What follows belongs to an exercise in optimizing a design on an open flow for a short achievable clock period and few clock cycles; a production flow would make more cautious choices.
Only simulation tests tie the RTL to the original design; equivalence was not proved.
No activity file was given, so power comes from the tool's default toggle rates.

File: design/flow/design.v
module SingleCycleMIPS( 
    clk,
    rst_n,
    IR_addr,
    IR,
    ReadDataMem,
    CEN,
    WEN,
    A,
    Data2Mem,
    OEN
);
    input         clk, rst_n;
    input  [31:0] IR;
    output [31:0] IR_addr;
    input  [31:0] ReadDataMem;  
    output        CEN;  
    output        WEN;  
    output  [6:0] A;  
    output [31:0] Data2Mem;
    output        OEN;  
    wire        RegDst;
    wire        Jump;
    wire        Branch;
    wire        MemRead;
    wire        MemtoReg;
    wire  [1:0] ALUOp;
    wire        MemWrite;
    wire        ALUSrc;
    wire        RegWrite;
    wire        Jr;
    wire        Jal;
    wire  [4:0] reg_w;
    wire [31:0] alu_y;
    wire        alu_zero;
    wire [31:0] reg_bus_w;
    wire [31:0] reg_bus_x;
    wire [31:0] reg_bus_y;
    wire [31:0] alu_out;
    wire [31:0] branch_addr;
    wire [31:0] jump_addr;
    wire [31:0] jr_addr;
    wire [31:0] sign_extend;
    wire  [3:0] alu_ctrl;
    wire  [5:0] opcode;
    wire  [5:0] funct;
    wire  [4:0] shamt;
    wire [31:0] pc_w, pc_4, pc_8;
    reg  [31:0] pc_r;
    wire reg_WEN;
    ctrl_unit ctrl_unit_inst(
        .opcode(opcode),
        .funct(funct),
        .RegDst(RegDst),
        .Jump(Jump),
        .Branch(Branch),
        .MemRead(MemRead),
        .MemtoReg(MemtoReg),
        .ALUOp(ALUOp),
        .MemWrite(MemWrite),
        .ALUSrc(ALUSrc),
        .RegWrite(RegWrite),
        .Jr(Jr),
        .Jal(Jal)
    );
    register_file register_file_inst(
        .clk(clk),
        .rst_n(rst_n),
        .WEN(reg_WEN),
        .RW(reg_w),
        .busW(reg_bus_w),
        .RX(IR[25:21]),
        .RY(IR[20:16]),
        .busX(reg_bus_x),
        .busY(reg_bus_y)
    );
    alu_ctrl_unit alu_ctrl_unit_inst(
        .funct(funct),
        .ALUOp(ALUOp),
        .alu_ctrl(alu_ctrl)
    );
    alu alu_inst(
        .ctrl(alu_ctrl),
        .x(reg_bus_x),
        .y(alu_y),
        .shamt(shamt),
        .out(alu_out),
        .zero(alu_zero)
    );
    assign reg_WEN = RegWrite;
    assign reg_w = Jal? 5'd31 : RegDst ? IR[15:11] : IR[20:16];
    assign reg_bus_w = Jal? pc_4 : MemtoReg ? ReadDataMem : alu_out;
    assign alu_y = ALUSrc ? sign_extend: reg_bus_y;
    assign sign_extend = {{16{IR[15]}}, IR[15:0]};
    assign shamt = IR[10:6];
    assign opcode = IR[31:26];
    assign funct = IR[5:0];
    assign CEN = ~(MemWrite | MemRead);
    assign WEN = ~MemWrite;
    assign OEN = ~WEN;
    assign A = alu_out[8:2];  
    assign Data2Mem = reg_bus_y;
    assign pc_4 = pc_r + 4;
    assign pc_8 = pc_r + 8;
    assign branch_addr = (Branch & alu_zero)? pc_4 + ({sign_extend[29:0], 2'b0}): pc_4;
    assign jump_addr = Jump ? {pc_4[31:28], {IR[25:0], 2'b0}} : branch_addr;
    assign jr_addr = Jr ? reg_bus_x : jump_addr;
    assign pc_w = jr_addr;
    assign IR_addr = pc_r;
    always @ (posedge clk or negedge rst_n) begin
        if (~rst_n) pc_r <= 32'b0;
        else        pc_r <= pc_w;
    end
endmodule
module ctrl_unit(
    opcode,
    funct,
    RegDst,
    Jump,
    Branch,
    MemRead,
    MemtoReg,
    ALUOp,
    MemWrite,
    ALUSrc,
    RegWrite,
    Jr,
    Jal
);
    input         [5:0] opcode;
    input         [5:0] funct;
    output reg          RegDst;
    output reg          Jump;
    output reg          Branch;
    output reg          MemRead;
    output reg          MemtoReg;
    output reg    [1:0] ALUOp;
    output reg          MemWrite;
    output reg          ALUSrc;
    output reg          RegWrite;
    output reg          Jr;
    output reg          Jal;
    always @ (*) begin
        if (opcode == 6'h0) begin
            if (funct == 6'h8) begin
                RegDst = 0;
                ALUSrc = 0;
                MemtoReg = 0;
                RegWrite = 0;
                MemRead = 0;
                MemWrite = 0;
                Branch = 0;
                ALUOp[1] = 0;
                ALUOp[0] = 0;
                Jr = 1;
                Jump = 0;
                Jal = 0; 
            end
            else begin
                RegDst = 1;
                ALUSrc = 0;
                MemtoReg = 0;
                RegWrite = 1;
                MemRead = 0;
                MemWrite = 0;
                Branch = 0;
                ALUOp[1] = 1;
                ALUOp[0] = 0;
                Jr = 0;
                Jump = 0;
                Jal = 0;                
            end
        end
        else begin
        case (opcode)
            6'h8: begin
                RegDst = 0;
                ALUSrc = 1;
                MemtoReg = 0;
                RegWrite = 1;
                MemRead = 0;
                MemWrite = 0;
                Branch = 0;
                ALUOp[1] = 0;
                ALUOp[0] = 0;
                Jr = 0;
                Jump = 0;
                Jal = 0;
            end
            6'h23: begin
                RegDst = 0;
                ALUSrc = 1;
                MemtoReg = 1;
                RegWrite = 1;
                MemRead = 1;
                MemWrite = 0;
                Branch = 0;
                ALUOp[1] = 0;
                ALUOp[0] = 0;
                Jr = 0;
                Jump = 0;
                Jal = 0;             
            end
            6'h2b: begin
                RegDst = 0;
                ALUSrc = 1;
                MemtoReg = 0;
                RegWrite = 0;
                MemRead = 0;
                MemWrite = 1;
                Branch = 0;
                ALUOp[1] = 0;
                ALUOp[0] = 0;
                Jr = 0;
                Jump = 0;
                Jal = 0;
            end
            6'h4: begin
                RegDst = 0;
                ALUSrc = 0;
                MemtoReg = 0;
                RegWrite = 0;
                MemRead = 0;
                MemWrite = 0;
                Branch = 1;
                ALUOp[1] = 0;
                ALUOp[0] = 1;
                Jr = 0;
                Jump = 0;
                Jal = 0;
            end
            6'h5: begin
                RegDst = 0;
                ALUSrc = 0;
                MemtoReg = 0;
                RegWrite = 0;
                MemRead = 0;
                MemWrite = 0;
                Branch = 1;
                ALUOp[1] = 1;
                ALUOp[0] = 1;
                Jr = 0;
                Jump = 0;
                Jal = 0;
            end
            6'h2: begin
                RegDst = 0;
                ALUSrc = 0;
                MemtoReg = 0;
                RegWrite = 0;
                MemRead = 0;
                MemWrite = 0;
                Branch = 0;
                ALUOp[1] = 0;
                ALUOp[0] = 0;
                Jr = 0;
                Jump = 1;
                Jal = 0;
            end
            6'h3: begin
                RegDst = 0;
                ALUSrc = 0;
                MemtoReg = 0;
                RegWrite = 1;
                MemRead = 0;
                MemWrite = 0;
                Branch = 0;
                ALUOp[1] = 0;
                ALUOp[0] = 0;
                Jr = 0;
                Jump = 1;
                Jal = 1;
            end
            default: begin
                RegDst = 0;
                ALUSrc = 0;
                MemtoReg = 0;
                RegWrite = 0;
                MemRead = 0;
                MemWrite = 0;
                Branch = 0;
                ALUOp[1] = 0;
                ALUOp[0] = 0;
                Jr = 0;
                Jump = 0;
                Jal = 0;
            end
        endcase
        end
    end
endmodule
module register_file(
    clk,
    rst_n,
    WEN,
    RW,
    busW,
    RX,
    RY,
    busX,
    busY
);
    input               clk, WEN, rst_n;
    input [4:0]         RW, RX, RY;
    input [31:0]        busW;
    output reg [31:0]   busX, busY;
    reg [31:0]          r_r [31:0], r_w [31:0];
    integer i;
    always @(*) begin
        busX = r_r[RX];
        busY = r_r[RY];
        for(i = 0; i <= 5'd31; i = i + 1) begin
            if(i == 0) begin
                r_w[0] = 32'b0;
            end
            else begin
                r_w[i] = r_r[i];
            end
        end
        if(WEN && RW != 5'd0) begin
            r_w[RW] = busW;
        end
    end
    always @ (posedge clk or negedge rst_n) begin
        if(~rst_n) begin
            for(i = 0; i <= 5'd31; i = i + 1) begin
                r_r[i] <= 5'd0;
            end
        end
        else begin
            for(i = 0; i <= 5'd31; i = i + 1) begin
                r_r[i] <= r_w[i];
            end
        end
    end
endmodule
module alu_ctrl_unit(
    funct,
    ALUOp,
    alu_ctrl
);
    input [5:0] funct;
    input [1:0] ALUOp;
    output reg [3:0] alu_ctrl;
    always @ (*) begin
        if(ALUOp == 2'b10) begin
            case(funct)
                6'b100000: alu_ctrl = 4'b0010;
                6'b100010: alu_ctrl = 4'b0110;
                6'b100100: alu_ctrl = 4'b0000;
                6'b100101: alu_ctrl = 4'b0001;
                6'b101010: alu_ctrl = 4'b0111;
                6'b000000: alu_ctrl = 4'b1000;
                6'b000010: alu_ctrl = 4'b1001;
                default: alu_ctrl = 4'b0000;
            endcase
        end
        else begin
            case(ALUOp)
                2'b00: begin
                    alu_ctrl = 4'b0010;
                end
                2'b01: begin
                    alu_ctrl = 4'b0110;
                end
                2'b11: begin
                    alu_ctrl = 4'b1010;
                end
                default: begin
                    alu_ctrl = 4'b0000;
                end
            endcase
        end
    end
endmodule
module alu(
    ctrl,
    x,
    y,
    shamt,
    out,
    zero
);
    input [3:0] ctrl;
    input [31:0] x;
    input [31:0] y;
    input [4:0] shamt;
    output reg [31:0] out;
    output reg zero;
    always @ (*) begin
        zero = 1'b0;
        case(ctrl)
            4'b0000: begin
                out = x & y;
            end
            4'b0001: begin
                out = x | y;
            end
            4'b0010: begin
                out = x + y;
            end
            4'b0110: begin
                out = x - y;
                zero = (out == 32'b0) ? 1'b1: 1'b0;
            end
            4'b0111: begin
                out = ($signed(x) < $signed(y)) ? 1'b1: 1'b0;
            end
            4'b1000: begin
                out = y << shamt;
            end
            4'b1001: begin
                out = y >> shamt;
            end
            4'b1010: begin
                out = x - y;
                zero = (out != 32'b0) ? 1'b1: 1'b0;
            end
            default: out = 1'b0;
        endcase
    end
endmodule
File: design/flow/config.mk
export PLATFORM = sky130hd
export DESIGN_NAME = SingleCycleMIPS
export DESIGN_NICKNAME = SingleCycleMIPS
export VERILOG_FILES = /design/flow/design.v
export SDC_FILE = /design/flow/constraint.sdc
export NUM_CORES = 4
export LEC_CHECK = 0
export CAP_MARGIN = 20
export CORE_MARGIN = 2
export CORE_UTILIZATION = 30
export SLEW_MARGIN = 20
File: design/flow/constraint.sdc
create_clock -name core_clock -period 11.0 [get_ports {clk}]
set_input_delay 2.2000 -clock core_clock [delete_from_list [all_inputs] [get_ports {clk}]]
set_output_delay 2.2000 -clock core_clock [all_outputs]
set_load 0.01 [all_outputs]
File: design/flow/run.sh
#!/bin/bash
# synth_recipe.tcl (not shown) runs the flow's synth.tcl, then flattens the netlist and writes it again
# the make line also repeats each setting of config.mk as NAME=value (left out here)
make -C /OpenROAD-flow-scripts/flow DESIGN_CONFIG=/design/flow/config.mk WORK_HOME=/design/flow/orfs CLKGATE_MAP_FILE= SYNTH_SCRIPT=/design/flow/synth_recipe.tcl finish
==> summary.txt <==
Placement
  – Detail Placement HPWL: approximately 280000 microns
  – Cell Area, Placed: around 71000 sq um
  – Number of port buffers: between 100 and 150
  – RePlAce Congestion: around 1.1

Synthesis
  – Cell taking the most area after synthesis: dfrtp_1
  – Synthesized instance count: around 7500
  – Top cells by count, synth: 1068 x nand2_1, 1056 x dfrtp_1, 866 x o21ai_0
  – Yosys cell types: roughly 110
  – Count leader, synth: nand2_1
  – Area share of the largest cell type after synthesis: between 40 and 50%
  – Warnings from Yosys: 7
  – Register area share after synthesis: 41.3%
  – Synth Cell Area: between 60000 and 70000 sq um
  – Flops & latches, synth: 1056
  – Syn Area/Cell: ~8.5 sq um
  – Synth async-reset ratio: 100%
  – Synth Flop Type: dfrtp_1
  – Synth area leaders: dfrtp_1 41%, o21ai_0 6.8%, nand3_1 6.3%, nand2_1 6.3%, clkbuf_1 2.9%
  – Post-synth EDFFs: 0

Worst setup path
  – Worst reg-to-reg path cell count: 22
  – CP max FO: 22
  – Worst Path Required: just under 9 ns
  – Crit path DAT: roughly 9 ns
  – Worst Setup End Kind: output pin
  – Crit start category: input port
  – CP Class: input port to output pin

Clock tree
  – Clock Tree Buf Depth: 3
  – Worst-Skew Late Latency: between 0.8 and 0.9 ns
  – Clock Sinks: between 1000 and 1500
  – TritonCTS clock tree: built
  – Clk slew on worst S/H paths: 0.06 ns
  – Root cell of the clock tree: clkbuf_16
  – Total CTS buffers: 117
  – # H-tree levels: 3

Final layout
  – Layout cells sized above 1: between 10 and 15%
  – Fillers: 21700
  – Cell area after layout: about 75000 sq um
  – Final net count: 7833
  – Area added between synthesis and finish: 17.8%

Global routing
  – Gr usage total: a little under two fifths
  – Initial antenna violation count: 24
  – Vias in the first global route: 66400
  – Overflow after GRT: 0
  – Largest net degree at the start of global routing: 160
  – Global-route wire length before repair: 567000 microns

Route
  – Number of remaining DRC errors: 0
  – Wirelength per Cell: 39.6 microns
  – Drt first pass iters: 12
  – Final ANT Viol Nets: 0
  – Via count of the routed design: around 71000
  – DRT iter0 DRCs: about 12000
  – Vias per cell: 6.73
  – Final wirelength: roughly 420000 microns

Outcome
  – Outcome: no timing/DRC/antenna violations

Timing
  – RSZ-0062 raised after global routing: false
  – Crit share post-route: between 90% and 100%
  – Setup tns final: 0 ns
  – Fmax: just over 90 MHz
  – Final hold slack: around 0.51 ns
  – Hold Vio Cnt, Final: 0
  – Slew @ Worst Pin: about 1.4 ns
  – Tmin final: between 10 and 15 ns
  – Slew margin rel.: roughly 6.3%
  – Final Skew: around 0.13 ns
  – Final setup fails: 0
  – Max Slew Vio Count: 0

Die
  – Die Width: 466 microns
  – Num rows: roughly 170
  – Starting Density: a little under a third
  – Die area: approximately 220000 sq um
  – Area of the core: between 200000 and 250000 sq um
  – Die Span Y: between 400 and 500 microns
  – Io pins: between 100 and 150

Flow run
  – Reported max-cap violation count: 0

Power and ir drop
  – Pleak: between 0.03 and 0.04 uW
  – VDD IR max: ~0.14 mV
  – P per Cell Area: ~150 nW/um^2

Min path
  – Worst min-delay path class: flip-flop to flip-flop
  – Hold Path Cell Cnt: 2
-- report_power, final --
| part | switching, uW | internal (uW) |
|---|---|---|
| Combinational | 1670 | 815 |
| Clock | 1890 | 2480 |
| Sequential | 240 | 4070 |
-- repair_timing --
item	4_1_cts	5_1_grt
gates resized for setup	0	2
hold buffers	0	0
setup endpoints to repair	0	1
buffers inserted	0	3
-- metal layers --
metal  track usage, %  routed length [microns]  vias to the layer above
met5                0                       77                        -
met1             46.0                   155000                    35100
li1                 -                        -                    28100
met3             14.3                    56400                     1828
met4             25.7                    36600                       12
met2             53.6                   171000                     6077
-- sequential cells by signal, indices dropped and copies added (netlist names) --
name	flops
register_file_inst.r_r	1024
pc_r	32
-- through the flow --
stage | worst slack [ns] | total power, uW | utilization, % | std cells
4_1_cts | 0.231 | 11100 | 35.5 | 10600
3_5_place_dp | 0.250 | 6760 | 33.5 | 10300
6_report | 0.0327 | 11200 | 35.5 | 10600
3_3_place_gp | 0.157 | 6750 | 33.5 | 10300
2_1_floorplan | 2.30 | 5520 | - | 7563
5_1_grt | 0.00702 | 11400 | 35.5 | 10600
-- area by class of cell --
cell class,instances,area [sq um],area share [%]
multi-input cells,5672,35000,46.4
flip-flops and latches,1056,26400,35.0
repair buffers,667,5720,7.59
well taps,2821,3530,4.68
clock buffers,154,3290,4.36
clock inverters,66,911,1.21
inverters,124,465,0.617
diodes,19,47.5,0.0631
-- cells by family after synthesis --
kind of cell    share of synthesized area [%]
compound gates                           24.0
xor+xnor                                 1.22
fa+ha+maj                                2.56
buf+inv                                  5.48
flops                                    41.3
mux                                      4.10
other cells                           0.00586
simple gates                             21.4
-- cell usage in the layout (no fill, tap or decap), types with 189 or more instances in the layout --
master	synthesis	routed
dfrtp_1	1056	1056
nand2_1	1068	1046
o21ai_0	866	861
nand3_1	810	806
buf_4	18	497
nor2_1	343	308
nand4_1	271	271
a22oi_1	240	238
a21oi_1	231	227
a221oi_1	189	189
-- worst max-delay path: stages --
cell and delay [ns]:
clkbuf_4 0.37, buf_4 0.40, nor3b_1 1.15, o21ai_0 0.32, nand4_1 0.18, or4_1 0.16
o32a_1 0.41, nand2_1 0.11, nand2_1 0.11, ha_1 0.26, inv_1 0.10, o311ai_1 0.14
nor4b_1 0.20, or2_2 0.33, xnor2_1 0.20, o22ai_1 0.10, a221oi_1 0.55, buf_4 0.21
o21ai_0 0.06, or4_1 0.63, clkdlybuf4s50_1 0.54
-- path summary, 6_finish.rpt --
kind,from,to,slack (ns)
worst max-delay path,IR[18],A[5],0.03
worst min-delay path,register_file_inst.r_r[23][27]$_DFFE_PN0P_,register_file_inst.r_r[23][27]$_DFFE_PN0P_,0.51
worst max register to register,register_file_inst.r_r[21][16]$_DFFE_PN0P_,register_file_inst.r_r[24][29]$_DFFE_PN0P_,3.14
worst min register to register,register_file_inst.r_r[23][27]$_DFFE_PN0P_,register_file_inst.r_r[23][27]$_DFFE_PN0P_,0.51
max in group asynchronous,rst_n,register_file_inst.r_r[19][25]$_DFFE_PN0P_,7.28
min in group asynchronous,rst_n,register_file_inst.r_r[3][19]$_DFFE_PN0P_,1.41
Testbench counts, summed over its fixed seeds: cycles 21,072.

-- re-timing with driven ports --
The flow's constraints put no driver on any port. The routed layout listed below was extracted and timed again, unchanged, in two steps.
Step 1: set_driving_cell puts a clkbuf_16 on clk and a buf_2 on each other input, an assumption about the parent block.
Step 2 times the ports against the registers' clock, not the clock port: input delays grow and output delays shrink by t, the midpoint of the rising clock arrivals with the driver on.
a / b / c = no drivers / after step 1 / after step 2; a / b = the first two.
t, ns: 0.894
slack for setup (ns): 0.033 / -0.064 / -0.064
worst setup path at the end: input to output
worst register clock-pin slew, ns: 0.07 / 0.07
pins driven straight from the clock port: 1
Met with ideal ports but missed after step 2: setup timing in this run. The setup slack of this run moves by -0.097 ns with the drivers and by -0.097 ns with both steps.
